This design comes from an exercise in tuning for small area on the open sky130 flow, not from production work. The RTL was checked by simulation tests, not by an equivalence proof against the original design. The clock cells of runs 2 to 6 come from the design's own scripts or RTL, not from TritonCTS. No driver is modelled on the clock port, so clock power and skew are understated where the tree is cut down; a real chip needs a root buffer or a tree. Power and IR drop assume default switching activity.

File: flow/config.mk
export PLATFORM = sky130hd
export DESIGN_NAME = bemicro_top
export DESIGN_NICKNAME = bemicro_top
export VERILOG_FILES = /design/flow/design.v
export SDC_FILE = /design/flow/constraint.sdc
export NUM_CORES = 4
export LEC_CHECK = 0
export CAP_MARGIN = 20
export CORE_MARGIN = 2
export CORE_UTILIZATION = 40
export SLEW_MARGIN = 20
File: flow/constraint.sdc
create_clock -name core_clock -period 5.0 [get_ports {CLK_FPGA_50M}]
set_input_delay 1.0000 -clock core_clock [delete_from_list [all_inputs] [get_ports {CLK_FPGA_50M}]]
set_output_delay 1.0000 -clock core_clock [all_outputs]
set_load 0.01 [all_outputs]
File: flow/design.v
module counter_sat(clk, clear, ready);
   parameter WIDTH = 12;
   parameter [WIDTH-1:0] START = 0;
   parameter [WIDTH-1:0] TAPS = 0;
   input  clk;
   input  clear;
   output ready;
   reg [WIDTH-1:0] s;
   wire low_zero = ~|s[WIDTH-2:0];
   wire fb = (^(s & TAPS)) & ~low_zero;
   always @(posedge clk)
     if (clear)
       s <= START;
     else
       s <= {s[WIDTH-2:0], fb};
   assign ready = low_zero & ~s[WIDTH-1];
endmodule
module binary_counter(v, down, inc, u);
   input  [7:0] v;
   input        down;
   input        inc;
   output [7:0] u;
   wire [7:0] w = v ^ {8{down}};
   wire [7:0] t;
   assign t[0] = inc;
   genvar i;
   generate
      for (i = 1; i < 8; i = i + 1) begin : g
         assign t[i] = t[i-1] & w[i-1];
      end
   endgenerate
   assign u = v ^ t;
endmodule
module gray_counter(clk, load, d, q);
   input            clk;
   input            load;
   input      [7:0] d;
   output reg [7:0] q;
   always @(posedge clk)
     if (load)
       q <= d;
endmodule
module life_1d(clk, rs, count_en, rst_n, event0, event1, d, q, timer);
   parameter RULE150 = 0;
   input            clk;
   input            rs;         
   input            count_en;
   input            rst_n;
   input            event0;
   input            event1;
   input      [7:0] d;          
   output reg [7:0] q;
   output reg [11:0] timer;
   reg run;
   wire low_zero = ~|timer[10:0];
   wire fb = timer[11] ^ timer[7] ^ timer[1] ^ timer[0] ^ low_zero;
   wire gen = run & low_zero & ~timer[11];
   always @(posedge clk)
     if (rst_n & (run | count_en))
       timer <= {timer[10:0], fb};
     else
       timer <= 12'h001;
   always @(posedge clk)
     if (rs)
       run <= 1'b0;
     else if (event1)
       run <= ~run;
   wire [7:0] nxt;
   genvar i;
   generate
      for (i = 0; i < 8; i = i + 1) begin : g
         wire l = q[(i + 1) % 8];
         wire c = q[i];
         wire r = q[(i + 7) % 8];
         if (RULE150)
           assign nxt[i] = l ^ c ^ r;
         else
           assign nxt[i] = l ^ (c | r);
      end
   endgenerate
   always @(posedge clk)
     if (rs | (~run & event0))
       q <= d;
     else if (gen)
       q <= nxt;
endmodule
module bemicro_top(
   input  wire CLK_FPGA_50M,
   input  wire RST_N,
   input  wire CPU_RST_N,
   input  wire PBSW_N,
   output wire F_LED0,
   output wire F_LED1,
   output wire F_LED2,
   output wire F_LED3,
   output wire F_LED4,
   output wire F_LED5,
   output wire F_LED6,
   output wire F_LED7
   );
   wire clk = CLK_FPGA_50M;
   reg         rst_done;            
   wire [11:0] t2;                  
   wire        rs = ~(RST_N & rst_done);
   wire        t2_is31;
   always @(posedge clk)
     rst_done <= RST_N & (rst_done | t2_is31);
   reg [1:0] pb_s0, pb_s1, pb_in;
   always @(posedge clk) begin
      pb_s0 <= {PBSW_N, CPU_RST_N};
      pb_s1 <= pb_s0;
      pb_in <= pb_s1;
   end
   wire p0 = ~pb_in[0];
   wire p1 = ~pb_in[1];
   wire r0, r1;
   counter_sat #(.WIDTH(12), .START(12'hd41), .TAPS(12'h883)) PB0_CNTR
     (.clk(clk), .clear(p0 | ~rst_done), .ready(r0));
   counter_sat #(.WIDTH(10), .START(10'h177), .TAPS(10'h204)) PB1_CNTR
     (.clk(clk), .clear(p1 | ~rst_done), .ready(r1));
   wire e0 = p0 & ~p1 & r0;
   wire e1 = p1 & ~p0 & r1;
   wire em = p0 & p1 & (r0 | r1);
   reg [1:0] mode;
   always @(posedge clk)
     if (rs)
       mode <= 2'd0;
     else if (em)
       mode <= mode + 2'd1;
   wire sel0 = (mode == 2'd0) & rst_done;   
   wire sel1 = (mode == 2'd1);
   wire sel2 = (mode == 2'd2);
   wire sel3 = (mode == 2'd3);
   wire [7:0] c0, c1, l2, l3;
   wire [7:0] v = ({8{sel0}} & c0) | ({8{sel1}} & c1) |
                  ({8{sel2}} & l2) | ({8{sel3}} & l3);
   wire [7:0] u;
   binary_counter step_unit(.v(v), .down(~e0), .inc(rst_done), .u(u));
   wire run2, run3;
   gray_counter counter0(.clk(clk), .load(~rst_done | (sel0 & (e0 | e1))), .d(u), .q(c0));
   gray_counter counter1(.clk(clk), .load(~rst_done | (sel1 & (e0 | e1))), .d(u), .q(c1));
   life_1d #(.RULE150(0)) life_1d_0
     (.clk(clk), .rs(~rst_done), .count_en(~rst_done), .rst_n(RST_N),
      .event0(sel2 & e0), .event1(sel2 & e1), .d(u), .q(l2), .timer(t2));
   life_1d #(.RULE150(1)) life_1d_1
     (.clk(clk), .rs(~rst_done), .count_en(1'b0), .rst_n(1'b1),
      .event0(sel3 & e0), .event1(sel3 & e1), .d(u), .q(l3), .timer());
   assign t2_is31 = t2[11] & ~t2[8] & ~t2[2];
   wire [7:0] led = v ^ ({1'b0, v[7:1]} & {8{sel1}});
   assign {F_LED0,F_LED1,F_LED2,F_LED3,F_LED4,F_LED5,F_LED6,F_LED7} = ~led;
endmodule
File: flow/flow/run.sh
#!/bin/bash
# Standard ORFS layout with buf_1 port buffers and a clock tree without
# dummy loads, clustered into few large sinks groups.
set -e
export BUFFER_PORTS_ARGS="-buffer_cell sky130_fd_sc_hd__buf_1"
export CTS_ARGS="-sink_clustering_enable -repair_clock_nets -dont_use_dummy_load -buf_list sky130_fd_sc_hd__clkbuf_16 -sink_clustering_size 100 -sink_clustering_max_diameter 500"
bash standard.sh > standard.log 2>&1
File: flow/standard.sh
#!/bin/bash
# synth_recipe.tcl (not shown) runs the flow's synth.tcl, then flattens the netlist and writes it again
# the make line also repeats each setting of config.mk as NAME=value (left out here)
make -C /OpenROAD-flow-scripts/flow DESIGN_CONFIG=/design/flow/config.mk WORK_HOME=/design/flow/orfs CLKGATE_MAP_FILE= SYNTH_SCRIPT=/design/flow/synth_recipe.tcl "${@:-finish}"
==> results of run 1 <==
==> critical path: stages (launching register included) <==
cell	delay (ns)
dfxtp_1	0.37
inv_1	0.08
ha_1	0.40
a222oi_1	0.41
nand2_1	0.29
nand2_1	0.17
xor2_1	0.17
buf_1	0.17
==> stage by stage <==
stage                     power (mW)  utilization  area, um2
after global routing            1.37        0.451       4130
after CTS                       1.34        0.451       4130
after global placement         0.794        0.427       3910
after floorplan                0.789            -       3750
after detailed placement       0.795        0.427       3910
final                           1.33        0.451       4130
==> flip-flops by register name, summed over array words and instances, names as in the netlist <==
register	cells
PB0_CNTR.s	12
life_1d_1.timer	12
mode	2
rst_done	1
PB1_CNTR.s	10
life_1d_1.run	1
pb_s1	2
life_1d_0.q	8
life_1d_0.timer	12
life_1d_1.q	8
pb_s0	2
counter1.q	8
counter0.q	8
pb_in	2
life_1d_0.run	1
==> where the power goes <==
| group | switching [mW] | internal, mW |
|---|---|---|
| logic | 0.00960 | 0.0107 |
| clock network | 0.232 | 0.316 |
| registers | 0.00566 | 0.753 |
==> cell usage after synthesis (all sizes together) (3+ instances only) <==
library cell / count / area share
o31ai: 7 / 0.015
xor2: 21 / 0.049
nand2: 41 / 0.042
nand3: 13 / 0.017
nor3: 4 / 0.0053
ha: 5 / 0.017
and3: 12 / 0.020
nor4: 7 / 0.012
dfxtp: 57 / 0.30
and2: 23 / 0.038
o21ai: 9 / 0.012
or2: 10 / 0.017
mux2: 4 / 0.012
nor2: 20 / 0.020
edfxtp: 32 / 0.26
a21oi: 4 / 0.0083
xnor2: 26 / 0.061
inv: 11 / 0.011
a222oi: 8 / 0.021
a21o: 3 / 0.0060
clkbuf: 10 / 0.010
==> worst paths after layout <==
path	start	endpoint	slack, ns	depth (start not counted)
worst min register to register	pb_s1[1]	pb_in[1]	0.33	0
worst min-delay path	pb_s1[1]	pb_in[1]	0.33	0
worst max register to register	mode[1]	life_1d_0.q[5]	1.92	8
worst max-delay path	mode[1]	F_LED4	1.60	7
==> per-layer routing <==
metal	vias to the layer above	global-route usage	routed length, um
met5	-	0	0
met4	0	0.0854	180
met3	16	0.0326	319
met2	56	0.230	3320
met1	1168	0.219	3530
li1	1223	-	-
==> area by class of cell <==
cell class              instances  area (um2)
clock buffers                   9         225
repair buffers                 13        56.3
fillers                       852        5020
inverters                      11        41.3
multi-input cells             236        1570
well taps                     111         139
flip-flops and latches         89        2100
==> cell families (layout without fill, tap and decap cells) <==
family | after synthesis | count (layout)
muxes | 6 | 6
buffers and inverters | 23 | 33
adders and majority gates | 5 | 5
DFF | 89 | 89
and+or+nand+nor | 141 | 141
AOI/OAI and AO/OA | 37 | 37
xor gates and xnor gates | 47 | 47
==> summary.md, run 1 <==
| Metric | Value |
|---|---|
| Max IR drop VDD | `0.168 mV` |
| Largest net degree at the start of global routing | `30` |
| GPL Wtd Cong | `0.781` |
| HP Class | `reg2reg` |
| Clock Latency Late Sink | `0.33 ns` |
| Row cnt | `35` |
| Post-CTS setup buffers | `0` |
| Most common cell after layout, fill and taps aside | `dfxtp_1` |
| Most frequent cells in the layout | `dfxtp_1, nand2_1, edfxtp_1` |
| Slew margin rel. | `0.354` |
| Post-Syn Area | `0.00375 mm2` |
| Synthesis warning total | `6` |
| Root Buffer | `clkbuf_16` |
| Post-synth EDFFs | `32` |
| DRC viols | `0` |
| ANT cells | `0` |
| Routed len/inst | `15.7 um` |
| Nets | `369` |
| Clock skew | `0.0145 ns` |
| Htree depth | `3` |
| Max FO, Critical Path | `16` |
| Layout Cells excl Fill | `469` |
| First-pass DRT Iterations | `7` |
| Grt ovf | `0` |
| Tcrit/Tclk final | `0.681` |
| Critical Path RT | `4.00 ns` |
| Die height | `101 um` |
| Vias | `2463` |
| PD cells | `321 mW/mm2` |
| Placed Cells | `460` |
| Area delta synth->final | `10.1%` |
| Syn Area/Cell | `10.8 um2` |
| RSZ-0062 raised after global routing | `false` |
| Final setup viols | `0` |
| Antenna violations before repair | `0` |
| Pre-CTS WS | `1.95 ns` |
| Async S/R FF share, synth | `0` |
| Largest family of logic cells by synthesized area | `simple AND/OR/NAND/NOR gates` |
| Max-Cap Viols | `0` |
| Synth Area in Compound Gates | `0.0780` |
| Post-layout minimum cycle time | `3.40 ns` |
| Slew Limit Fails | `0` |
| Mux cell area share after synthesis | `0.0173` |
| WL final | `7340 um` |
| Setup TNS | `0 ns` |
| CP startpoint kind | `flip-flop` |
| Wire length of the first global-routing pass | `12300 um` |
| WS Path Type | `reg2out` |
| DP HPWL | `5100 um` |
| Measured slew at the worst slew-check pin | `0.963 ns` |
| Post-synthesis sequential area ratio | `0.560` |
| Core Box Area | `0.00915 mm2` |
| Max clock buf depth | `2` |
| Starting Density | `0.410` |
| Final hold vios | `0` |
| Post-synthesis register bit count | `89` |
| Io pins | `12` |
| Vias in the first global route | `2461` |
| Post-CTS Resized | `0` |
| Clock-pin slew on the worst setup and hold paths | `0.06 ns` |
| CP Capture Type | `output port` |
| Post-Synth Adder-Cell Area | `0.0167` |
| Synth unique cells | `41` |
| Width of the die | `101 um` |
| Post-route ant nets | `0` |
| Worst Path Arrival | `2.40 ns` |
| CTS Hold Bufs | `0` |
| Mapped Nets | `357` |
| PortBufs | `11` |
| Share of layout cells above drive strength 1 | `0.0950` |
| Die area | `0.0102 mm2` |
| Total CTS buffers | `9` |
| Status | `complete, no violations` |
| Post-Syn Instances | `348` |
| CTS tree | `built` |
| Simple-gate share of the synthesized area | `0.193` |
| Worst Hold Slack | `0.327 ns` |
| P_leak | `1.62 nW` |
| Slack of the critical path | `1.60 ns` |
| GR Util All Layers | `0.158` |
| Via-to-Cell Ratio | `5.25` |
| Fmax | `0.294 GHz` |
| Ys flop type | `dfxtp_1` |
| Iter 0 DRT Violations | `203` |
| CTS sink count | `89` |
| Post-Synth XOR/XNOR Area | `0.110` |
==> inputs of run 2 (changes only) <==
==> flow/flow/run.sh (replaced) <==
#!/bin/bash
# Layout flow: the standard ORFS flow (standard.sh), with two changes:
#  - the port buffers are sky130_fd_sc_hd__buf_1 cells;
#  - after CTS, the clock tree is rebuilt as CK_K buffers (CK_BUF) driven by
#    the clock port, each at the centre of its group of flip-flops
#    (flow/clock_tree.tcl); routing and finishing then run as standard.
# Each tool's output goes to its own log in this folder.
set -euo pipefail
export BUFFER_PORTS_ARGS="-buffer_cell sky130_fd_sc_hd__buf_1"
export CTS_ARGS="-sink_clustering_enable -repair_clock_nets -dont_use_dummy_load"
bash standard.sh cts > standard_to_cts.log 2>&1
RES=$PWD/orfs/results/$FLOW_PLATFORM/bemicro_top/base
PLATFORM_DIR=$FLOW_HOME/platforms/$FLOW_PLATFORM \
CK_K=${CK_K:-4} CK_BUF=${CK_BUF:-sky130_fd_sc_hd__clkbuf_16} \
IN_DB=$RES/4_cts.odb IN_SDC=$RES/4_cts.sdc OUT_DB=$RES/4_cts.odb \
  openroad -no_init -exit flow/clock_tree.tcl > clock_tree.log 2>&1
bash standard.sh > standard_finish.log 2>&1
==> flow/flow/clock_tree.tcl (new file) <==
# Rebuild the clock network after CTS: the clock port drives K buffers
# (BUF), each placed at the centre of its group of clock sinks (k-means on
# sink locations); the tree CTS built is removed.
set P $::env(PLATFORM_DIR)
set K $::env(CK_K)
set BUF $::env(CK_BUF)
read_liberty $P/lib/sky130_fd_sc_hd__tt_025C_1v80.lib
read_db $::env(IN_DB)
read_sdc $::env(IN_SDC)
source $P/setRC.tcl
set db [ord::get_db]
set block [ord::get_db_block]
set pnet [$block findNet CLK_FPGA_50M]

# collect sinks: flip-flop clock pins reached through clock buffers
set sinks {}
set bufs {}
set todo [list $pnet]
while {[llength $todo]} {
  set net [lindex $todo 0]; set todo [lrange $todo 1 end]
  foreach it [$net getITerms] {
    if {[$it isOutputSignal]} continue
    set inst [$it getInst]
    set m [[$inst getMaster] getName]
    if {[string match sky130_fd_sc_hd__clkbuf_* $m] || [string match sky130_fd_sc_hd__clkinv_* $m]} {
      if {[string match *clkinv* $m]} { error "inverter in clock tree" }
      lappend bufs $inst
      lappend todo [[$inst findITerm X] getNet]
    } else {
      lappend sinks $it
    }
  }
}
puts "sinks [llength $sinks], old buffers [llength $bufs]"
# detach sinks, destroy old tree
foreach it $sinks { $it disconnect }
foreach inst $bufs {
  set onet [[$inst findITerm X] getNet]
  odb::dbInst_destroy $inst
  odb::dbNet_destroy $onet
}
# sink locations
set xs {}; set ys {}
foreach it $sinks {
  set b [[$it getInst] getBBox]
  lappend xs [expr {([$b xMin] + [$b xMax]) / 2.0}]
  lappend ys [expr {([$b yMin] + [$b yMax]) / 2.0}]
}
set n [llength $sinks]
# k-means, seeded by spreading along the longer die side
set dbox [$block getDieArea]
for {set k 0} {$k < $K} {incr k} {
  set cx($k) [expr {[$dbox xMin] + ([$dbox dx]) * (2*$k+1) / (2.0*$K)}]
  set cy($k) [expr {[$dbox yMin] + ([$dbox dy]) / 2.0}]
}
for {set iter 0} {$iter < 50} {incr iter} {
  for {set k 0} {$k < $K} {incr k} { set sx($k) 0; set sy($k) 0; set cnt($k) 0 }
  for {set i 0} {$i < $n} {incr i} {
    set best 0; set bd 1e30
    for {set k 0} {$k < $K} {incr k} {
      set d [expr {abs([lindex $xs $i]-$cx($k)) + abs([lindex $ys $i]-$cy($k))}]
      if {$d < $bd} { set bd $d; set best $k }
    }
    set grp($i) $best
    set sx($best) [expr {$sx($best) + [lindex $xs $i]}]
    set sy($best) [expr {$sy($best) + [lindex $ys $i]}]
    incr cnt($best)
  }
  for {set k 0} {$k < $K} {incr k} {
    if {$cnt($k)} { set cx($k) [expr {$sx($k)/$cnt($k)}]; set cy($k) [expr {$sy($k)/$cnt($k)}] }
  }
}
set master [$db findMaster $BUF]
for {set k 0} {$k < $K} {incr k} {
  if {!$cnt($k)} continue
  set inst [odb::dbInst_create $block $master "clkbuf_leaf_$k"]
  set onet [odb::dbNet_create $block "clknet_leaf_$k"]
  $onet setSigType CLOCK
  [$inst findITerm A] connect $pnet
  [$inst findITerm X] connect $onet
  set vdd [$inst findITerm VPWR]
  $inst setLocation [expr {int($cx($k))}] [expr {int($cy($k))}]
  $inst setPlacementStatus PLACED
  set leafnet($k) $onet
  puts "leaf $k: $cnt($k) sinks at [expr {int($cx($k))}] [expr {int($cy($k))}]"
}
for {set i 0} {$i < $n} {incr i} { [lindex $sinks $i] connect $leafnet($grp($i)) }
detailed_placement
check_placement
set_propagated_clock [all_clocks]
estimate_parasitics -placement
set worst 0
foreach p [get_pins -hierarchical */CLK] {
  foreach rf {rise fall} { set v [get_property $p slew_max_$rf]; if {$v > $worst} {set worst $v} }
}
puts "worst CLK slew $worst"
report_clock_skew
report_worst_slack -max
report_worst_slack -min
write_db $::env(OUT_DB)
==> run 2 against run 1 <==
- clock power down 41%
- global-route usage down 0.56 points
- flip-flop and latch count unchanged
- combinational power about the same
- design area shrank 3.0%
- critical path depth unchanged
- core utilization decreased by 1.4 points
- via count down 1.4%
- register-to-register slack barely moved
- critical endpoint unchanged
- largest cell class unchanged
- largest power group unchanged
- highest routed layer unchanged
==> summary.md, run 2 <==
| Metric | Value |
|---|---|
| Post-CTS setup buffers | `0 (unchanged)` |
| Placed cell areas | `0.00391 mm2 (unchanged)` |
| Most common cell after layout, fill and taps aside | `dfxtp_1` |
| Worst path depth | `7 (unchanged)` |
| Reg2reg path depth | `8 (unchanged)` |
| HP Class | `reg2reg` |
| Setup TNS | `0 ns (unchanged)` |
| Post-Syn Area | `0.00375 mm2 (unchanged)` |
| PortBufs | `11 (unchanged)` |
| Final setup viols | `0 (unchanged)` |
| RR Endpoint | `life_1d_0.q[5]` |
| Syn Area/Cell | `10.8 um2 (unchanged)` |
| CP Launch Point | `mode[1]` |
| ANT cells | `0 (unchanged)` |
| WL final | `7230 um (-1.6%)` |
| Synth area leader | `dfxtp_1` |
| Most common cell in the netlist | `dfxtp_1` |
| Filler Cells Inserted | `866 (+1.6%)` |
| PD cells | `274 mW/mm2 (-15%)` |
| DP HPWL | `5100 um (unchanged)` |
| Max-Cap Viols | `0 (unchanged)` |
| Antenna violations before repair | `0 (unchanged)` |
| Largest net degree at the start of global routing | `31 (+3.3%)` |
| Async S/R FF share, synth | `0 (unchanged)` |
| Slew margin rel. | `0.368 (+0.0138)` |
| Ys flop type | `dfxtp_1` |
| Biggest regs | `PB0_CNTR.s (12), life_1d_0.timer (12), life_1d_1.timer (12)` |
| Post-CTS Resized | `0 (unchanged)` |
| Clock-pin slew on the worst setup and hold paths | `0.10 ns (+0.04 ns)` |
| Iter 0 DRT Violations | `189 (-6.9%)` |
| First-pass DRT Iterations | `7 (unchanged)` |
| Max FO, Critical Path | `16 (unchanged)` |
| Fmax | `0.309 GHz (+5.2%)` |
| Die height | `101 um (unchanged)` |
| Share of layout cells above drive strength 1 | `0.0822 (-0.0128)` |
| Area delta synth->final | `6.73%` |
| GR Util All Layers | `0.152 (-0.00556)` |
| Worst Path Arrival | `2.23 ns (-0.17 ns)` |
| Post-synthesis sequential area ratio | `0.560 (unchanged)` |
| P_leak | `1.56 nW (-3.8%)` |
| Tcrit/Tclk final | `0.647 (-0.0339)` |
| R2R Setup Slk | `1.91 ns (about the same)` |
| Pre-CTS WS | `1.95 ns (unchanged)` |
| Slack of the critical path | `1.77 ns (+0.169 ns)` |
| Status | `complete, no violations` |
| Via-to-Cell Ratio | `5.23 (-0.36%)` |
| Area of the multi-input gates | `0.00157 mm2 (unchanged)` |
| WP buf/inv | `2 (unchanged)` |
| Worst Hold Slack | `0.328 ns (+0.00113 ns)` |
| Measured slew at the worst slew-check pin | `0.942 ns (-0.0205 ns)` |
| WS Path Type | `reg2out` |
| Row cnt | `35 (unchanged)` |
| RSZ-0062 raised after global routing | `false` |
| Clock skew | `0.0313 ns (+0.0169 ns)` |
| Placed Cells | `460 (unchanged)` |
| Most frequent cells in the layout | `dfxtp_1, nand2_1, edfxtp_1` |
| Total power | `1.10 mW (-17%)` |
| Clock Latency Late Sink | `0.17 ns (-0.16 ns)` |
| Yosys top cell area share | `0.304 (unchanged)` |
| Post-Syn Instances | `348 (unchanged)` |
| Die area | `0.0102 mm2 (unchanged)` |
| Post-synth EDFFs | `32 (unchanged)` |
| Final hold vios | `0 (unchanged)` |
| Crit Reg-Reg Startpoint | `mode[1]` |
| Max IR drop VDD | `0.158 mV (-5.9%)` |
| Slew Limit Fails | `0 (unchanged)` |
| Critical Path RT | `4.00 ns (about the same)` |
| Post-route ant nets | `0 (unchanged)` |
| Reg area | `0.00210 mm2 (unchanged)` |
| Final instance area | `0.00401 mm2 (-3.0%)` |
| Most frequent CP cell | `nand2_1` |
| Setup crit end | `F_LED4` |
| Routed len/inst | `15.6 um (-0.55%)` |
| CP top delay family | `simple AND/OR/NAND/NOR gates` |
| Synth top area cells | `dfxtp_1, edfxtp_1, xnor2_1` |
| CP max stage delay | `0.41 ns (about the same)` |
| Starting Density | `0.410 (unchanged)` |
| Final core occ | `0.438 (-0.0137)` |
| CP cell instances | `inv_1, ha_1, a222oi_1, nand2_1, nand2_1, xor2_1, buf_1` |
| CTS Hold Bufs | `0 (unchanged)` |
| DRC viols | `0 (unchanged)` |
| Synthesis warning total | `6 (unchanged)` |
| Nets | `364 (-1.4%)` |
| Core Box Area | `0.00915 mm2 (unchanged)` |
| Vias in the first global route | `2389 (-2.9%)` |
| CP Capture Type | `output port` |
| Grt ovf | `0 (unchanged)` |
| CP startpoint kind | `flip-flop` |
| Post-synthesis register bit count | `89 (unchanged)` |
| Width of the die | `101 um (unchanged)` |
| Post-layout minimum cycle time | `3.23 ns (-0.169 ns)` |
| Synth unique cells | `41 (unchanged)` |
| Layout Cells excl Fill | `464 (-1.1%)` |
| Commonest cells in the netlist | `dfxtp_1, nand2_1, edfxtp_1` |
| Vias | `2428 (-1.4%)` |
| Mapped Nets | `357 (unchanged)` |
| Wire length of the first global-routing pass | `12000 um (-1.9%)` |
| CP max-delay cell | `a222oi_1` |
| CTS sink count | `89 (unchanged)` |
| Io pins | `12 (unchanged)` |
| GPL Wtd Cong | `0.781 (unchanged)` |
-- run 2: cell types whose count changed in the layout (fill, tap and decap cells not counted), sizes merged --
| cell | change |
|---|---|
| clkbuf | -5 |
-- run 2: kinds of logic after synthesis --
group | synth area share
flip-flops | 0.560
AND/OR/NAND/NOR | 0.193
multiplexers | 0.0173
XOR/XNOR | 0.110
buffers and inverters | 0.0253
AO/OA/AOI/OAI | 0.0780
adder cells (fa/ha/maj) | 0.0167
-- run 2: how the worst min path moves through the flow --
stage	end	start	slack, ns	cells after the start
after floorplan	pb_in[0]	pb_s1[0]	0.31	0
after global placement	pb_s1[0]	pb_s0[0]	0.31	0
after detailed placement	pb_in[1]	pb_s1[1]	0.31	0
after CTS	pb_in[1]	pb_s1[1]	0.33	0
after global routing	pb_s1[1]	pb_s0[1]	0.33	0
final	pb_s1[1]	pb_s0[1]	0.33	0
-- run 2: per-layer routing --
layer  global-route usage  up-vias  wire length [um]
met1                0.214     1142              3490
met2                0.227       63              3240
li1                     -     1215                 -
met4               0.0443        0                98
met5                    0        -                 0
met3               0.0465        8               407
-- run 2: worst register-to-register path: stages, from the launching register on --
cell      delay (ns)
dfxtp_1         0.39
inv_1           0.08
ha_1            0.40
a222oi_1        0.48
nand2_2         0.18
or4_4           0.59
o22ai_4         0.31
and3_1          0.27
o31ai_1         0.09
-- run 2: power by group --
part	total, mW	leakage [nW]	internal (mW)	switching (mW)
sequential	0.757	0.858	0.752	0.00569
clock	0.321	0.0493	0.146	0.175
combinational	0.0202	0.652	0.0107	0.00954
-- run 2: cell type report --
type	instances	share of cell area
Multi-Input combinational cell	236	0.391
Timing Repair Buffer	13	0.0141
Sequential cell	89	0.525
Buffer	4	0.0250
Inverter	11	0.0103
Tap cell	111	0.0347
==> inputs of run 3 (changes only) <==
--- a/flow/design.v
+++ b/flow/design.v
@@ -1,18 +1,24 @@
-module counter_sat(clk, clear, ready);
+module counter_sat(clk, rclear, clear, ready, q);
    parameter WIDTH = 12;
    parameter [WIDTH-1:0] START = 0;
+   parameter [WIDTH-1:0] RSTART = 0;
    parameter [WIDTH-1:0] TAPS = 0;
-   input  clk;
-   input  clear;
-   output ready;
+   input              clk;
+   input              rclear;
+   input              clear;
+   output             ready;
+   output [WIDTH-1:0] q;
    reg [WIDTH-1:0] s;
    wire low_zero = ~|s[WIDTH-2:0];
    wire fb = (^(s & TAPS)) & ~low_zero;
    always @(posedge clk)
-     if (clear)
+     if (rclear)
+       s <= RSTART;
+     else if (clear)
        s <= START;
      else
        s <= {s[WIDTH-2:0], fb};
    assign ready = low_zero & ~s[WIDTH-1];
+   assign q = s;
 endmodule
 module binary_counter(v, down, inc, u);
@@ -41,24 +47,19 @@
        q <= d;
 endmodule
-module life_1d(clk, rs, count_en, rst_n, event0, event1, d, q, timer);
+module life_1d(clk, rs, event0, event1, d, q);
    parameter RULE150 = 0;
    input            clk;
    input            rs;         
-   input            count_en;
-   input            rst_n;
    input            event0;
    input            event1;
    input      [7:0] d;          
    output reg [7:0] q;
-   output reg [11:0] timer;
-   reg run;
+   reg        run;
+   reg [11:0] timer;
    wire low_zero = ~|timer[10:0];
    wire fb = timer[11] ^ timer[7] ^ timer[1] ^ timer[0] ^ low_zero;
-   wire gen = run & low_zero & ~timer[11];
+   wire gen = run & low_zero & timer[11];
    always @(posedge clk)
-     if (rst_n & (run | count_en))
-       timer <= {timer[10:0], fb};
-     else
-       timer <= 12'h001;
+     timer <= {timer[10:0], run & fb};
    always @(posedge clk)
      if (rs)
@@ -101,9 +102,9 @@
    wire clk = CLK_FPGA_50M;
    reg         rst_done;            
-   wire [11:0] t2;                  
    wire        rs = ~(RST_N & rst_done);
-   wire        t2_is31;
+   wire [11:0] f0;
+   wire        f0_is_r31 = ~f0[11] & ~f0[6] & ~f0[1];  
    always @(posedge clk)
-     rst_done <= RST_N & (rst_done | t2_is31);
+     rst_done <= RST_N & (rst_done | f0_is_r31);
    reg [1:0] pb_s0, pb_s1, pb_in;
    always @(posedge clk) begin
@@ -115,8 +116,8 @@
    wire p1 = ~pb_in[1];
    wire r0, r1;
-   counter_sat #(.WIDTH(12), .START(12'hd41), .TAPS(12'h883)) PB0_CNTR
-     (.clk(clk), .clear(p0 | ~rst_done), .ready(r0));
+   counter_sat #(.WIDTH(12), .START(12'hd41), .RSTART(12'h570), .TAPS(12'h883)) PB0_CNTR
+     (.clk(clk), .rclear(~RST_N), .clear(p0 & rst_done), .ready(r0), .q(f0));
    counter_sat #(.WIDTH(10), .START(10'h177), .TAPS(10'h204)) PB1_CNTR
-     (.clk(clk), .clear(p1 | ~rst_done), .ready(r1));
+     (.clk(clk), .rclear(1'b0), .clear(p1 | ~rst_done), .ready(r1), .q());
    wire e0 = p0 & ~p1 & r0;
    wire e1 = p1 & ~p0 & r1;
@@ -137,14 +138,10 @@
    wire [7:0] u;
    binary_counter step_unit(.v(v), .down(~e0), .inc(rst_done), .u(u));
-   wire run2, run3;
    gray_counter counter0(.clk(clk), .load(~rst_done | (sel0 & (e0 | e1))), .d(u), .q(c0));
    gray_counter counter1(.clk(clk), .load(~rst_done | (sel1 & (e0 | e1))), .d(u), .q(c1));
    life_1d #(.RULE150(0)) life_1d_0
-     (.clk(clk), .rs(~rst_done), .count_en(~rst_done), .rst_n(RST_N),
-      .event0(sel2 & e0), .event1(sel2 & e1), .d(u), .q(l2), .timer(t2));
+     (.clk(clk), .rs(~rst_done), .event0(sel2 & e0), .event1(sel2 & e1), .d(u), .q(l2));
    life_1d #(.RULE150(1)) life_1d_1
-     (.clk(clk), .rs(~rst_done), .count_en(1'b0), .rst_n(1'b1),
-      .event0(sel3 & e0), .event1(sel3 & e1), .d(u), .q(l3), .timer());
-   assign t2_is31 = t2[11] & ~t2[8] & ~t2[2];
+     (.clk(clk), .rs(~rst_done), .event0(sel3 & e0), .event1(sel3 & e1), .d(u), .q(l3));
    wire [7:0] led = v ^ ({1'b0, v[7:1]} & {8{sel1}});
    assign {F_LED0,F_LED1,F_LED2,F_LED3,F_LED4,F_LED5,F_LED6,F_LED7} = ~led;
==> run 3 against run 2 <==
- still clean on timing, DRC and antenna
- sequential power rose by 13%
- power rose by 22%
- sequential share of layout area rose by 0.11 points
- first-iteration DRC count fell by 40%
- maximum frequency fell by 1.9%
- hold slack improved by 0.0062 ns
- via count rose by 0.70%
- combinational power rose to 8.2 times the previous value
- critical endpoint is now F_LED2
- largest cell class unchanged
==> summary.md, run 3 <==
| Metric | Value |
|---|---|
| Post-Syn Area | `0.00377 mm2 (+0.40%)` |
| Logic pwr share | `0.124 (+0.106)` |
| DRC viols | `0 (unchanged)` |
| Via-to-Cell Ratio | `5.30 (+1.4%)` |
| Syn Area/Cell | `10.9 um2 (+0.98%)` |
| Synth unique cells | `48 (+17%)` |
| GR Util All Layers | `0.155 (+0.00311)` |
| Share of layout cells above drive strength 1 | `0.0600 (-0.0222)` |
| HP Class | `reg2reg` |
| Crit Reg-Reg Startpoint | `mode[1]` |
| Worst Hold Slack | `0.335 ns (+0.00617 ns)` |
| Critical Path RT | `4.00 ns (about the same)` |
| Net load switching power | `0.300 mW (+58%)` |
| Largest net degree at the start of global routing | `28 (-9.7%)` |
| Slew margin rel. | `0.391 (+0.0226)` |
| Synthesis warning total | `6 (unchanged)` |
| Slew Limit Fails | `0 (unchanged)` |
| ANT cells | `0 (unchanged)` |
| Iter 0 DRT Violations | `114 (-40%)` |
| Final hold vios | `0 (unchanged)` |
| Starting Density | `0.410 (about the same)` |
| WL final | `7400 um (+2.4%)` |
| Row cnt | `35 (unchanged)` |
| Post-synth EDFFs | `32 (unchanged)` |
| Most common cell after layout, fill and taps aside | `dfxtp_1` |
| Tcrit/Tclk final | `0.659 (+0.0127)` |
| CP Capture Type | `output port` |
| CTS sink count | `89 (unchanged)` |
| RR Endpoint | `life_1d_0.q[7]` |
| Placed cell areas | `0.00390 mm2 (-0.22%)` |
| Ys flop type | `dfxtp_1` |
| Pre-CTS WS | `1.77 ns (-0.175 ns)` |
| Post-CTS setup buffers | `0 (unchanged)` |
| CP startpoint kind | `flip-flop` |
| PortBufs | `11 (unchanged)` |
| Die area | `0.0102 mm2 (+0.39%)` |
| Wire length of the first global-routing pass | `12300 um (+2.2%)` |
| Final instance area | `0.00400 mm2 (-0.22%)` |
| Internal | `1.04 mW (+14%)` |
| Power share of the clock group | `0.234 (-0.058)` |
| Yosys top cell area share | `0.303 (-0.00121)` |
| Synth top area cells | `dfxtp_1, edfxtp_1, xnor2_1` |
| Routed len/inst | `16.0 um (+3.0%)` |
| Reg2reg path depth | `8 (unchanged)` |
| Max FO, Critical Path | `16 (unchanged)` |
| Post-CTS Resized | `0 (unchanged)` |
| WS Path Type | `reg2out` |
| Core Box Area | `0.00920 mm2 (+0.48%)` |
| Antenna violations before repair | `0 (unchanged)` |
| Grt ovf | `0 (unchanged)` |
| Die height | `101 um (+0.19%)` |
| Clock-pin slew on the worst setup and hold paths | `0.09 ns (about the same)` |
| DP HPWL | `5230 um (+2.6%)` |
| Fmax | `0.303 GHz (-1.9%)` |
| Area delta synth->final | `6.08%` |
| Vias | `2445 (+0.70%)` |
| Biggest regs | `PB0_CNTR.s (12), life_1d_0.timer (12), life_1d_1.timer (12)` |
| Post-layout minimum cycle time | `3.30 ns (+0.0636 ns)` |
| Post-Syn Instances | `346 (-0.57%)` |
| Commonest cells in the netlist | `dfxtp_1, nand2_1, edfxtp_1` |
| Worst Path Arrival | `2.30 ns (+0.07 ns)` |
| Max-Cap Viols | `0 (unchanged)` |
| PD cells | `335 mW/mm2 (+22%)` |
| Clock Latency Late Sink | `0.16 ns (about the same)` |
| WHS Path Cells | `0 (unchanged)` |
| Final setup viols | `0 (unchanged)` |
| Status | `complete, no violations` |
| Most common cell in the netlist | `dfxtp_1` |
| Sequential Power Share | `0.642 (-0.047)` |
| Synth area leader | `dfxtp_1` |
| Most frequent cells in the layout | `dfxtp_1, nand2_1, edfxtp_1` |
| Post-route ant nets | `0 (unchanged)` |
| R2R Setup Slk | `1.70 ns (-0.21 ns)` |
| RSZ-0062 raised after global routing | `false` |
| Post-synthesis register bit count | `89 (unchanged)` |
| Clock skew | `0.0206 ns (-0.0108 ns)` |
| Nets | `361 (-0.82%)` |
| First-pass DRT Iterations | `5 (-2)` |
| HP Start | `pb_s0[1]` |
| Setup TNS | `0 ns (unchanged)` |
| Measured slew at the worst slew-check pin | `0.912 ns (-0.0301 ns)` |
| Async S/R FF share, synth | `0 (unchanged)` |
| Max IR drop VDD | `0.256 mV (+63%)` |
| GPL Wtd Cong | `0.824 (+5.6%)` |
| Mapped Nets | `355 (-0.56%)` |
| Slack of the critical path | `1.70 ns (-0.0636 ns)` |
| CTS Hold Bufs | `0 (unchanged)` |
| Hold EP | `pb_s1[1]` |
| Switching power share of the total | `0.224 (+0.0507)` |
| Io pins | `12 (unchanged)` |
| Vias in the first global route | `2441 (+2.2%)` |
| P_leak | `1.56 nW (-0.14%)` |
| Post-synthesis sequential area ratio | `0.558 (-0.00223)` |
| Width of the die | `101 um (+0.19%)` |
-- run 3: changes by cell type after synthesis, moves of 4 or more --
cell     change
or2_2        -4
nand4_1      +4
and2_1      -18
nor4b_1      +4
-- run 3: through the flow --
stage / total power [mW] / std cells / util
2_1_floorplan: 0.998 / 346 / -
3_3_place_gp: 1.04 / 457 / 0.424
3_5_place_dp: 1.04 / 457 / 0.424
4_1_cts: 1.42 / 466 / 0.437
5_1_grt: 1.40 / 461 / 0.435
6_report: 1.34 / 461 / 0.435
-- run 3: how the worst max path moves through the flow --
stage,start,cells past startpoint,end
finish,mode[1],7,F_LED2
CTS,mode[1],7,F_LED2
global route,mode[1],7,F_LED2
global placement,mode[1],8,life_1d_0.q[7]
floorplan,mode[1],7,F_LED4
detailed placement,mode[1],8,life_1d_0.q[7]
-- run 3: worst max-delay path, cell delays in order (launching register included) --
cell      delay (ns)
dfxtp_1         0.39
inv_1           0.08
ha_1            0.39
a222oi_1        0.38
nor2b_1         0.43
nor2b_1         0.12
xnor2_1         0.19
buf_1           0.17
-- run 3: cell families (layout without fill, tap and decap cells) --
kind of cell / count (synthesis) / in the layout / share of synthesized area
AO/OA/AOI/OAI: 39 / 39 / 0.0810
XOR/XNOR: 49 / 49 / 0.114
adder cells (fa/ha/maj): 5 / 5 / 0.0166
buffers and inverters: 22 / 26 / 0.0266
flip-flops: 89 / 89 / 0.558
multiplexers: 5 / 5 / 0.0136
AND/OR/NAND/NOR: 137 / 137 / 0.191
-- run 3: cell type report --
type | count | area, um2
timing repair buffer | 13 | 56.3
inverter | 9 | 33.8
tap | 111 | 139
sequential | 89 | 2100
buffer | 4 | 100
fill | 865 | 5200
multi-input combinational | 235 | 1570
-- run 3: per-layer routing --
metal	wire length [um]	vias up	GRT usage
li1	-	1231	-
met1	3650	1170	0.215
met2	3360	37	0.247
met3	284	7	0.0333
met4	109	0	0.0437
met5	0	-	0
-- run 3: power by group through the flow --
stage / clock network (mW) / logic [mW] / registers (mW)
3_3_place_gp: 0 / 0.163 / 0.876
4_1_cts: 0.393 / 0.166 / 0.859
3_5_place_dp: 0 / 0.165 / 0.876
5_1_grt: 0.345 / 0.186 / 0.867
6_report: 0.314 / 0.166 / 0.859
2_1_floorplan: 0 / 0.141 / 0.858
==> inputs of run 4 (changes only) <==
==> flow/flow/run.sh (replaced) <==
#!/bin/bash
# Layout flow: the standard ORFS flow (standard.sh), with three changes:
#  - synthesis maps the logic with an area-oriented ABC script
#    (flow/synth_abc.tcl, flow/abc_area.script); the rest of the synthesis,
#    flip-flop mapping, flattening and renaming are the standard flow's own;
#  - the port buffers are sky130_fd_sc_hd__buf_1 cells;
#  - after CTS, the clock tree is rebuilt as CK_K buffers (CK_BUF) driven by
#    the clock port, each at the centre of its group of flip-flops
#    (flow/clock_tree.tcl); routing and finishing then run as standard.
# Each tool's output goes to its own log in this folder.
set -euo pipefail
W=$PWD
export FLOW_ABC_SCRIPT=$W/flow/abc_area.script
export FLOW_SYNTH_TCL=$W/synth_recipe.tcl
sed "s#SYNTH_SCRIPT=[^ ]*#SYNTH_SCRIPT=$W/flow/synth_abc.tcl#" standard.sh > flow_make.sh
grep -q "SYNTH_SCRIPT=$W/flow/synth_abc.tcl" flow_make.sh
export BUFFER_PORTS_ARGS="-buffer_cell sky130_fd_sc_hd__buf_1"
export CTS_ARGS="-sink_clustering_enable -repair_clock_nets -dont_use_dummy_load"
bash flow_make.sh cts > flow_to_cts.log 2>&1
RES=$W/orfs/results/$FLOW_PLATFORM/bemicro_top/base
PLATFORM_DIR=$FLOW_HOME/platforms/$FLOW_PLATFORM \
CK_K=${CK_K:-4} CK_BUF=${CK_BUF:-sky130_fd_sc_hd__clkbuf_16} \
IN_DB=$RES/4_cts.odb IN_SDC=$RES/4_cts.sdc OUT_DB=$RES/4_cts.odb \
  openroad -no_init -exit flow/clock_tree.tcl > clock_tree.log 2>&1
bash flow_make.sh > flow_finish.log 2>&1
==> flow/flow/abc_area.script (new file) <==
&get -n
&st
&dch -x
&nf -a -R 1000
&put
==> flow/flow/synth_abc.tcl (new file) <==
# The standard flow's synthesis (synth_recipe.tcl, which runs ORFS's synth.tcl) with one
# change: ABC maps the logic with flow/abc_area.script, an area-oriented
# script, instead of ORFS's speed script.  Flip-flops are mapped before ABC
# runs, so the registers are those of the standard synthesis.
proc abc {args} {
  set i [lsearch -exact $args -script]
  if {$i >= 0} { lset args [expr {$i + 1}] $::env(FLOW_ABC_SCRIPT) }
  yosys abc {*}$args
}
source $::env(FLOW_SYNTH_TCL)
--- a/flow/config.mk
+++ b/flow/config.mk
@@ -9,3 +9,4 @@
 export CORE_MARGIN = 2
 export CORE_UTILIZATION = 40
+export GPL_TIMING_DRIVEN = 0
 export SLEW_MARGIN = 20
==> run 4 against run 3 <==
- flip-flop and latch count did not move
- synthesized cell count down 10%
- combinational power down 16%
- sequential power shrank 0.6%
- critical path depth up 5
- sequential share of layout area is 3.7 points higher
- maximum frequency is 11% lower
- setup slack worse by 0.39 ns
- first-iteration DRC count grew 86%
- register-to-register slack worse by 0.39 ns
- largest cell class unchanged
==> summary.md, run 4 <==
| Metric | Value |
|---|---|
| Grt ovf | `0 (unchanged)` |
| Mapped Nets | `320 (-9.9%)` |
| Post-Syn Instances | `311 (-10%)` |
| Slew margin rel. | `0.385 (-0.00597)` |
| PortBufs | `11 (unchanged)` |
| WL final | `6020 um (-19%)` |
| Core Box Area | `0.00830 mm2 (-9.8%)` |
| Crit Reg-Reg Startpoint | `PB0_CNTR.s[6]` |
| Synth top area cells | `dfxtp_1, edfxtp_1, xor2_1` |
| Biggest regs | `PB0_CNTR.s (12), life_1d_0.timer (12), life_1d_1.timer (12)` |
| Slew Limit Fails | `0 (unchanged)` |
| Share of layout cells above drive strength 1 | `0.0213 (-0.0387)` |
| Clock Latency Late Sink | `0.16 ns (about the same)` |
| Post-layout minimum cycle time | `3.69 ns (+0.393 ns)` |
| RR Endpoint | `life_1d_0.q[7]` |
| Die area | `0.00936 mm2 (-8.3%)` |
| Largest net degree at the start of global routing | `30 (+7.1%)` |
| Max-Cap Viols | `0 (unchanged)` |
| Ys flop type | `dfxtp_1` |
| DRC viols | `0 (unchanged)` |
| Post-CTS setup buffers | `0 (unchanged)` |
| First-pass DRT Iterations | `5 (unchanged)` |
| Row cnt | `33 (-5.7%)` |
| Async S/R FF share, synth | `0 (unchanged)` |
| Setup TNS | `0 ns (unchanged)` |
| Antenna violations before repair | `0 (unchanged)` |
| Io pins | `12 (unchanged)` |
| Via-to-Cell Ratio | `5.03 (-5.2%)` |
| Tcrit/Tclk final | `0.738 (+0.0787)` |
| HP Start | `life_1d_1.timer[4]` |
| ANT cells | `0 (unchanged)` |
| Vias in the first global route | `2135 (-13%)` |
| Iter 0 DRT Violations | `212 (+86%)` |
| Yosys top cell area share | `0.332 (+0.0287)` |
| WHS Path Cells | `0 (unchanged)` |
| Die height | `96.8 um (-4.3%)` |
| Post-synthesis sequential area ratio | `0.611 (+0.0529)` |
| Starting Density | `0.415 (+0.00495)` |
| Max IR drop VDD | `0.276 mV (+7.6%)` |
| Final setup viols | `0 (unchanged)` |
| Layout Cells excl Fill | `433 (-6.1%)` |
| PD cells | `350 mW/mm2 (+4.6%)` |
| Nets | `339 (-6.1%)` |
| Fmax | `0.271 GHz (-11%)` |
| Status | `complete, no violations` |
| R2R Setup Slk | `1.31 ns (-0.39 ns)` |
| Post-Syn Area | `0.00344 mm2 (-8.7%)` |
| Routed len/inst | `13.9 um (-13%)` |
| GR Util All Layers | `0.138 (-0.0177)` |
| CP Launch Point | `PB0_CNTR.s[6]` |
| CTS sink count | `89 (unchanged)` |
| Final hold vios | `0 (unchanged)` |
| Synth unique cells | `25 (-48%)` |
| Critical Path RT | `4.88 ns (+0.88 ns)` |
| Post-synth EDFFs | `32 (unchanged)` |
| WS Path Type | `reg2reg` |
| Synthesis warning total | `6 (unchanged)` |
| Measured slew at the worst slew-check pin | `0.917 ns (+0.00469 ns)` |
| Post-synthesis register bit count | `89 (unchanged)` |
| HP Class | `reg2reg` |
| Most frequent cells in the layout | `dfxtp_1, nand2_1, xor2_1, edfxtp_1, o21ai_0` |
| Max FO, Critical Path | `7 (-9)` |
| Clock-pin slew on the worst setup and hold paths | `0.10 ns (about the same)` |
| Width of the die | `96.8 um (-4.3%)` |
| Wire length of the first global-routing pass | `10500 um (-15%)` |
| GPL Wtd Cong | `0.745 (-9.6%)` |
| CP Capture Type | `flip-flop` |
| Placed Cells | `429 (-6.1%)` |
| DP HPWL | `4260 um (-19%)` |
| Commonest cells in the netlist | `dfxtp_1, nand2_1, edfxtp_1, xor2_1, o21ai_0` |
| Area delta synth->final | `8.47%` |
| Synth area leader | `dfxtp_1` |
| Syn Area/Cell | `11.1 um2 (+1.6%)` |
| Post-CTS Resized | `0 (unchanged)` |
| CP startpoint kind | `flip-flop` |
| Worst Path Arrival | `3.57 ns (+1.27 ns)` |
| Reg2reg path depth | `12 (+4)` |
| Clock skew | `0.0249 ns (+0.00434 ns)` |
| Post-route ant nets | `0 (unchanged)` |
| Hold EP | `life_1d_1.timer[5]` |
| P_leak | `1.46 nW (-6.1%)` |
| CTS Hold Bufs | `0 (unchanged)` |
| RSZ-0062 raised after global routing | `false` |
| Filler Cells Inserted | `805 (-6.9%)` |
| Vias | `2177 (-11%)` |
run 4: changes by cell type after synthesis, moves of 8 or more:
| cell | previous run | this run |
|---|---|---|
| inv_1 | 9 | 0 |
| nand3_1 | 14 | 6 |
| o21ai_0 | 8 | 23 |
| clkbuf_1 | 8 | 0 |
| nand2_1 | 38 | 57 |
| xnor2_1 | 29 | 20 |
| xor2_1 | 20 | 32 |
run 4: how the worst max path moves through the flow:
stage,to,slack [ns],depth (start not counted)
2_1_floorplan,life_1d_1.q[0],1.20,6
3_3_place_gp,life_1d_1.q[4],-0.24,6
3_5_place_dp,life_1d_0.q[7],1.28,12
4_1_cts,life_1d_0.q[7],1.26,12
5_1_grt,life_1d_0.q[7],0.84,12
6_report,life_1d_0.q[7],1.31,12
run 4: report_power, final:
group	internal [mW]	total, mW	switching, mW
sequential	0.810	0.854	0.0439
clock	0.146	0.315	0.170
combinational	0.0671	0.139	0.0718
run 4: layer usage:
metal / GRT usage / share of wire / vias up
met5: 0 / 0 / -
met4: 0.0271 / 0.0065 / 0
met3: 0.0325 / 0.040 / 3
met2: 0.223 / 0.48 / 27
met1: 0.191 / 0.47 / 1031
li1: - / - / 1116
run 4: worst max-delay path, cell delays in order (launching register included):
cell and delay (ns):
dfxtp_1 0.33, nor4_1 0.31, nand4b_1 0.23, nor4b_2 0.69
buf_2 0.33, xnor2_1 0.15, nand2_1 0.12, nor3_1 0.43
nand3_1 0.23, nor3_1 0.27, xnor2_1 0.17, nand2_1 0.09
o21ai_0 0.08
run 4: area by class of cell:
class / instances / area (um2) / share of cell area
Buffer: 4 / 100 / 0.0268
Inverter: 6 / 22.5 / 0.00603
Multi-Input combinational cell: 216 / 1320 / 0.355
Sequential cell: 89 / 2100 / 0.563
Tap cell: 105 / 131 / 0.0352
Timing Repair Buffer: 13 / 53.8 / 0.0144
run 4: cells by family (layout without fill, tap and decap cells):
logic type | after synthesis | after routing | synth area share
DFF | 89 | 89 | 0.611
and+or+nand+nor | 117 | 117 | 0.154
xor gates and xnor gates | 52 | 52 | 0.132
buffers and inverters | 6 | 23 | 0.00654
AOI/OAI and AO/OA | 42 | 42 | 0.0778
adders and majority gates | 5 | 5 | 0.0182
run 4: through the flow:
stage | power (mW) | setup slack [ns] | util | hold slack [ns] | instance area (um2)
CTS | 1.39 | 1.26 | 0.453 | 0.331 | 3760
finish | 1.31 | 1.31 | 0.450 | 0.325 | 3730
global route | 1.38 | 0.839 | 0.450 | 0.318 | 3730
global placement | 1.00 | -0.236 | 0.436 | 0.311 | 3610
floorplan | 0.971 | 1.20 | - | 0.310 | 3440
detailed placement | 1.01 | 1.28 | 0.438 | 0.314 | 3630
==> inputs of run 5 (changes only) <==
--- a/flow/config.mk
+++ b/flow/config.mk
@@ -8,5 +8,5 @@
 export CAP_MARGIN = 20
 export CORE_MARGIN = 2
-export CORE_UTILIZATION = 40
+export CORE_UTILIZATION = 70
 export GPL_TIMING_DRIVEN = 0
 export SLEW_MARGIN = 20
==> run 5 against run 4 <==
- synthesized cell count stayed put
- core utilization is 33 points higher
- design area is 1.5% lower
- hold slack better by 0.0087 ns
- clock skew is 0.013 ns lower
- sequential share of layout area is 0.84 points higher
- setup slack better by 0.12 ns
- die area is 41% lower
- critical path type unchanged
- critical endpoint unchanged
- largest cell class unchanged
- highest routed layer unchanged
==> summary.md, run 5 <==
| Metric | Value |
|---|---|
| Status | `complete, no violations` |
| Post-CTS Resized | `0 (unchanged)` |
| HP Class | `reg2reg` |
| Clock skew | `0.0116 ns (-0.0133 ns)` |
| Pre-CTS WS | `1.48 ns (+0.198 ns)` |
| Nets | `338 (-0.29%)` |
| Internal | `1.02 mW (about the same)` |
| Post-route ant nets | `0 (unchanged)` |
| Starting Density | `0.729 (+0.314)` |
| Io pins | `12 (unchanged)` |
| Commonest cells in the netlist | `dfxtp_1, nand2_1, edfxtp_1, xor2_1, o21ai_0` |
| Mapped Nets | `320 (unchanged)` |
| Post-synthesis sequential area ratio | `0.611 (unchanged)` |
| Synth top area cells | `dfxtp_1, edfxtp_1, xor2_1` |
| WL final | `6130 um (+1.9%)` |
| Worst Path Arrival | `3.42 ns (-0.15 ns)` |
| Grt ovf | `0 (unchanged)` |
| Via-to-Cell Ratio | `5.67 (+13%)` |
| Logic pwr share | `0.110 (+0.004)` |
| Slew margin rel. | `0.332 (-0.0524)` |
| CTS sink count | `89 (unchanged)` |
| Placed cell areas | `0.00358 mm2 (-1.5%)` |
| First-pass DRT Iterations | `6 (+1)` |
| Largest net degree at the start of global routing | `26 (-13%)` |
| Yosys top cell area share | `0.332 (unchanged)` |
| Total power | `1.31 mW (about the same)` |
| Vias | `2233 (+2.6%)` |
| Synthesis warning total | `6 (unchanged)` |
| Die area | `0.00549 mm2 (-41%)` |
| CP cell instances | `clkinv_1, ha_1, and2_0, a222oi_1, nand2_1, xnor2_1, nand2_1, nor3_1, nand3_1, nor3_1, xnor2_1, nand2_1, o21ai_0` |
| Placed Cells | `390 (-9.1%)` |
| GPL Wtd Cong | `0.825 (+11%)` |
| Slew Limit Fails | `0 (unchanged)` |
| Ys flop type | `dfxtp_1` |
| DRC viols | `0 (unchanged)` |
| PortBufs | `11 (unchanged)` |
| Routed len/inst | `15.6 um (+12%)` |
| Most frequent cells in the layout | `dfxtp_1, nand2_1, xor2_1, edfxtp_1, o21ai_0` |
| Share of layout cells above drive strength 1 | `0.0183 (-0.00299)` |
| Setup TNS | `0 ns (unchanged)` |
| Critical Path RT | `4.85 ns (-0.03 ns)` |
| Layout Cells excl Fill | `394 (-9.0%)` |
| DP HPWL | `4380 um (+2.9%)` |
| Antenna violations before repair | `0 (unchanged)` |
| Post-Syn Area | `0.00344 mm2 (unchanged)` |
| Row cnt | `25 (-24%)` |
| Post-layout minimum cycle time | `3.57 ns (-0.120 ns)` |
| Final core occ | `0.779 (+0.329)` |
| Area delta synth->final | `6.87%` |
| Slack of the critical path | `1.43 ns (+0.120 ns)` |
| Max-Cap Viols | `0 (unchanged)` |
| Max IR drop VDD | `0.351 mV (+27%)` |
| Post-synthesis register bit count | `89 (unchanged)` |
| Synth area leader | `dfxtp_1` |
| GR Util All Layers | `0.246 (+0.108)` |
| Post-CTS setup buffers | `0 (unchanged)` |
| CP Capture Type | `flip-flop` |
| Final setup viols | `0 (unchanged)` |
| Fmax | `0.280 GHz (+3.4%)` |
| Synth unique cells | `25 (unchanged)` |
| Final hold vios | `0 (unchanged)` |
| Post-Syn Instances | `311 (unchanged)` |
| Power share of the clock group | `0.238 (-0.003)` |
| Iter 0 DRT Violations | `138 (-35%)` |
| Biggest regs | `PB0_CNTR.s (12), life_1d_0.timer (12), life_1d_1.timer (12)` |
| Net load switching power | `0.285 mW (about the same)` |
| Die height | `74.1 um (-23%)` |
| Measured slew at the worst slew-check pin | `0.995 ns (+0.0781 ns)` |
| RSZ-0062 raised after global routing | `false` |
| Wire length of the first global-routing pass | `10200 um (-3.0%)` |
| Final instance area | `0.00368 mm2 (-1.5%)` |
| Tcrit/Tclk final | `0.714 (-0.0240)` |
| Switching power share of the total | `0.218 (about the same)` |
| CP max-delay cell | `nor3_1` |
| P_leak | `1.46 nW (-0.29%)` |
| Clock Latency Late Sink | `0.15 ns (about the same)` |
| Most frequent CP cell | `nand2_1` |
| Clock-pin slew on the worst setup and hold paths | `0.09 ns (about the same)` |
| CP startpoint kind | `flip-flop` |
| Sequential Power Share | `0.652 (about the same)` |
| Vias in the first global route | `2243 (+5.1%)` |
| Width of the die | `74.1 um (-23%)` |
| PD cells | `356 mW/mm2 (+1.5%)` |
| Core Box Area | `0.00472 mm2 (-43%)` |
| Async S/R FF share, synth | `0 (unchanged)` |
| Syn Area/Cell | `11.1 um2 (unchanged)` |
| ANT cells | `0 (unchanged)` |
| Max FO, Critical Path | `8 (+1)` |
| Worst Hold Slack | `0.334 ns (+0.00871 ns)` |
| WS Path Type | `reg2reg` |
| CP max stage delay | `0.42 ns (-0.27 ns)` |
| CTS Hold Bufs | `0 (unchanged)` |
| Post-synth EDFFs | `32 (unchanged)` |
==> run 5: final cells by class <==
type	instances	area [um2]
buffer	4	100
timing repair buffer	12	46.3
inverter	6	22.5
fill	318	1040
tap	67	83.8
multi-input combinational	216	1320
sequential	89	2100
==> run 5: path summary, 6_finish.rpt <==
kind	end	startpoint	slack (ns)	cells after the start
setup / recovery	life_1d_0.q[7]	mode[0]	1.43	13
setup reg to reg	life_1d_0.q[7]	mode[0]	1.43	13
hold / removal	pb_in[1]	pb_s1[1]	0.33	0
hold reg to reg	pb_in[1]	pb_s1[1]	0.33	0
==> run 5: routing by layer <==
layer | vias up | share of wire | GRT usage
li1 | 1113 | - | -
met1 | 1044 | 0.46 | 0.319
met2 | 64 | 0.48 | 0.421
met3 | 12 | 0.041 | 0.0515
met4 | 0 | 0.022 | 0.0687
met5 | - | 0 | 0
==> run 5: cell families (layout without fill, tap and decap cells) <==
group                    after synthesis  in the layout  share of synthesized area
AO/OA/AOI/OAI                         42             42                     0.0778
AND/OR/NAND/NOR                      117            117                      0.154
adder cells (fa/ha/maj)                5              5                     0.0182
XOR/XNOR                              52             52                      0.132
flip-flops                            89             89                      0.611
buffers and inverters                  6             22                    0.00654
==> run 5: critical path, delay by kind of cell (launching register included) <==
family,cells,cell delay (ns)
buffers and inverters,1,0.14
adder cells (fa/ha/maj),1,0.23
XOR/XNOR,2,0.35
flip-flops,1,0.38
AND/OR/NAND/NOR,7,1.75
AO/OA/AOI/OAI,2,0.43
==> run 5: power by group through the flow <==
stage	combinational [mW]	clock, mW	sequential (mW)
detailed placement	0.142	0	0.869
CTS	0.144	0.374	0.853
global route	0.164	0.336	0.860
floorplan	0.116	0	0.855
global placement	0.134	0	0.867
finish	0.144	0.311	0.853
==> inputs of run 6 (changes only) <==
--- a/flow/flow/run.sh
+++ b/flow/flow/run.sh
@@ -20,5 +20,5 @@
 RES=$W/orfs/results/$FLOW_PLATFORM/bemicro_top/base
 PLATFORM_DIR=$FLOW_HOME/platforms/$FLOW_PLATFORM \
-CK_K=${CK_K:-4} CK_BUF=${CK_BUF:-sky130_fd_sc_hd__clkbuf_16} \
+CK_K=${CK_K:-3} CK_BUF=${CK_BUF:-sky130_fd_sc_hd__clkbuf_16} \
 IN_DB=$RES/4_cts.odb IN_SDC=$RES/4_cts.sdc OUT_DB=$RES/4_cts.odb \
   openroad -no_init -exit flow/clock_tree.tcl > clock_tree.log 2>&1
==> run 6 against run 5 <==
- still clean
- clock power shrank 11%
- synthesized cell count stayed put
- setup slack improved by 0.014 ns
- die area unchanged
- hold slack better by 0.0015 ns
- sequential share of layout area is 0.39 points higher
- design area fell by 0.68%
- maximum frequency grew 0.39%
- core utilization is 0.53 points lower
- highest routed layer unchanged
==> summary.md, run 6 <==
| Metric | Value |
|---|---|
| Setup TNS | `0 ns (unchanged)` |
| Nets | `337 (-0.30%)` |
| Crit Reg-Reg Startpoint | `PB0_CNTR.s[6]` |
| Max IR drop VDD | `0.397 mV (+13%)` |
| DP HPWL | `4380 um (unchanged)` |
| CP startpoint kind | `flip-flop` |
| WHS Path Cells | `0 (unchanged)` |
| HP Start | `pb_s1[1]` |
| P_leak | `1.45 nW (-0.84%)` |
| CTS Hold Bufs | `0 (unchanged)` |
| PD cells | `349 mW/mm2 (-1.9%)` |
| Share of layout cells above drive strength 1 | `0.0153 (-0.00301)` |
| Async S/R FF share, synth | `0 (unchanged)` |
| Post-Syn Instances | `311 (unchanged)` |
| Biggest regs | `PB0_CNTR.s (12), life_1d_0.timer (12), life_1d_1.timer (12)` |
| Synth top area cells | `dfxtp_1, edfxtp_1, xor2_1` |
| Routed len/inst | `15.4 um (-1.0%)` |
| Final hold vios | `0 (unchanged)` |
| Pre-CTS WS | `1.48 ns (unchanged)` |
| Yosys top cell area share | `0.332 (unchanged)` |
| Die area | `0.00549 mm2 (unchanged)` |
| Mapped Nets | `320 (unchanged)` |
| WS Path Type | `reg2reg` |
| Slack of the critical path | `1.44 ns (+0.0138 ns)` |
| Antenna violations before repair | `0 (unchanged)` |
| Vias in the first global route | `2209 (-1.5%)` |
| Max-Cap Viols | `0 (unchanged)` |
| Row cnt | `25 (unchanged)` |
| Post-synthesis register bit count | `89 (unchanged)` |
| Status | `complete, no violations` |
| First-pass DRT Iterations | `5 (-1)` |
| GPL Wtd Cong | `0.825 (unchanged)` |
| Core Box Area | `0.00472 mm2 (unchanged)` |
| Via-to-Cell Ratio | `5.65 (-0.33%)` |
| Synthesis warning total | `6 (unchanged)` |
| Wire length of the first global-routing pass | `10000 um (-1.6%)` |
| CP Capture Type | `flip-flop` |
| Worst Path Arrival | `3.44 ns (+0.02 ns)` |
| Clock Latency Late Sink | `0.17 ns (+0.02 ns)` |
| Syn Area/Cell | `11.1 um2 (unchanged)` |
| Final setup viols | `0 (unchanged)` |
| Post-synth EDFFs | `32 (unchanged)` |
| Max FO, Critical Path | `7 (-1)` |
| Most frequent cells in the layout | `dfxtp_1, nand2_1, xor2_1, edfxtp_1, o21ai_0` |
| Width of the die | `74.1 um (unchanged)` |
| Reg2reg path depth | `11 (-2)` |
| Area delta synth->final | `6.14%` |
| Synth unique cells | `25 (unchanged)` |
| Iter 0 DRT Violations | `166 (+20%)` |
| ANT cells | `0 (unchanged)` |
| Grt ovf | `0 (unchanged)` |
| Clock-pin slew on the worst setup and hold paths | `0.11 ns (+0.02 ns)` |
| RSZ-0062 raised after global routing | `false` |
| Commonest cells in the netlist | `dfxtp_1, nand2_1, edfxtp_1, xor2_1, o21ai_0` |
| Tcrit/Tclk final | `0.711 (-0.00277)` |
| PortBufs | `11 (unchanged)` |
| Ys flop type | `dfxtp_1` |
| CTS sink count | `89 (unchanged)` |
| HP Class | `reg2reg` |
| Post-route ant nets | `0 (unchanged)` |
| Fmax | `0.281 GHz (+0.39%)` |
| Starting Density | `0.729 (unchanged)` |
| Critical Path RT | `4.89 ns (+0.04 ns)` |
| Post-synthesis sequential area ratio | `0.611 (unchanged)` |
| Io pins | `12 (unchanged)` |
| Measured slew at the worst slew-check pin | `1.01 ns (+0.0152 ns)` |
| Post-layout minimum cycle time | `3.56 ns (-0.0138 ns)` |
| WL final | `6050 um (-1.3%)` |
| Largest net degree at the start of global routing | `36 (+38%)` |
| Post-CTS setup buffers | `0 (unchanged)` |
| Clock skew | `0.0116 ns (+0.00000510 ns)` |
| Synth area leader | `dfxtp_1` |
| Post-CTS Resized | `0 (unchanged)` |
| R2R Setup Slk | `1.44 ns (about the same)` |
| CP Launch Point | `PB0_CNTR.s[6]` |
| Slew Limit Fails | `0 (unchanged)` |
| Die height | `74.1 um (unchanged)` |
| DRC viols | `0 (unchanged)` |
| Vias | `2220 (-0.58%)` |
| GR Util All Layers | `0.239 (-0.00700)` |
| Slew margin rel. | `0.322 (-0.0102)` |
| Post-Syn Area | `0.00344 mm2 (unchanged)` |
## run 6: cell types whose count changed in the layout (fill, tap and decap cells not counted)
cell | before | now
clkbuf_16 | 4 | 3
## run 6: worst paths after layout
check,end
setup reg to reg,life_1d_0.q[7]
hold / removal,pb_in[1]
hold reg to reg,pb_in[1]
setup / recovery,life_1d_0.q[7]
## run 6: cells by family (layout without fill, tap and decap cells)
logic type	count (synthesis)	after routing	synth area share
AO/OA/AOI/OAI	42	42	0.0778
XOR/XNOR	52	52	0.132
adder cells (fa/ha/maj)	5	5	0.0182
buffers and inverters	6	21	0.00654
flip-flops	89	89	0.611
AND/OR/NAND/NOR	117	117	0.154
## run 6: through the flow
stage	total power, mW	std cells	utilization	hold WS (ns)	instance area, um2
after global placement	1.00	389	0.755	0.311	3570
after detailed placement	1.01	390	0.758	0.312	3580
after CTS	1.37	399	0.784	0.331	3700
final	1.27	393	0.774	0.335	3650
after global routing	1.32	393	0.774	0.355	3650
after floorplan	0.971	311	-	0.310	3440
## run 6: report_power, final
part           internal (mW)  leakage (nW)  switching (mW)
clock network          0.111        0.0370           0.166
registers              0.810         0.843          0.0429
logic                 0.0668         0.566          0.0774
## run 6: critical path: stages, from the launching register on
cell	delay (ns)
dfxtp_1	0.34
nor4_1	0.34
nand4b_1	0.24
nor4b_2	0.68
buf_2	0.33
xor2_1	0.09
nor3_1	0.34
nand3_1	0.25
nor3_1	0.31
xnor2_1	0.17
nand2_1	0.09
o21ai_0	0.10
## run 6: area by class of cell
type	count	area (um2)
Multi-Input combinational cell	216	1320
Inverter	6	22.5
Sequential cell	89	2100
Fill cell	322	1070
Tap cell	67	83.8
Timing Repair Buffer	12	46.3
Buffer	3	75.1
## run 6: per-layer routing
layer | vias up | GRT usage | wire [um]
li1 | 1108 | - | -
met1 | 1041 | 0.315 | 2650
met2 | 59 | 0.419 | 3010
met3 | 12 | 0.0352 | 269
met4 | 0 | 0.0566 | 118
met5 | - | 0 | 0

[what the ideal ports hide]
Ports are ideal in the flow. The routed layouts listed here were re-timed in OpenROAD.
Step 1: set_driving_cell puts a clkbuf_16 on CLK_FPGA_50M and a buf_2 on each other input, an assumption about the parent block.
Step 2 moves the port delays by t, midway between the first and last clock arrival at a register: inputs arrive t later, outputs are due t later. That takes back most of the time a late clock gives input paths.
a / b / c = no drivers / after step 1 / after step 2; a / b = the first two.
run | shift t [ns] | setup slack, ns | worst slew at a driven data input, ns
run 1 | 0.360 | 1.597 / 1.561 / 1.916 | 0.03
run 2 | 0.228 | 1.767 / 1.690 / 1.908 | 0.03
run 3 | 0.231 | 1.703 / 1.619 / 1.703 | 0.03
run 4 | 0.221 | 1.310 / 1.310 / 1.310 | 0.03
run 5 | 0.219 | 1.430 / 1.430 / 1.430 | 0.03
run 6 | 0.216 | 1.444 / 1.444 / 1.444 | 0.03
After both steps setup and hold are still met in every run listed.
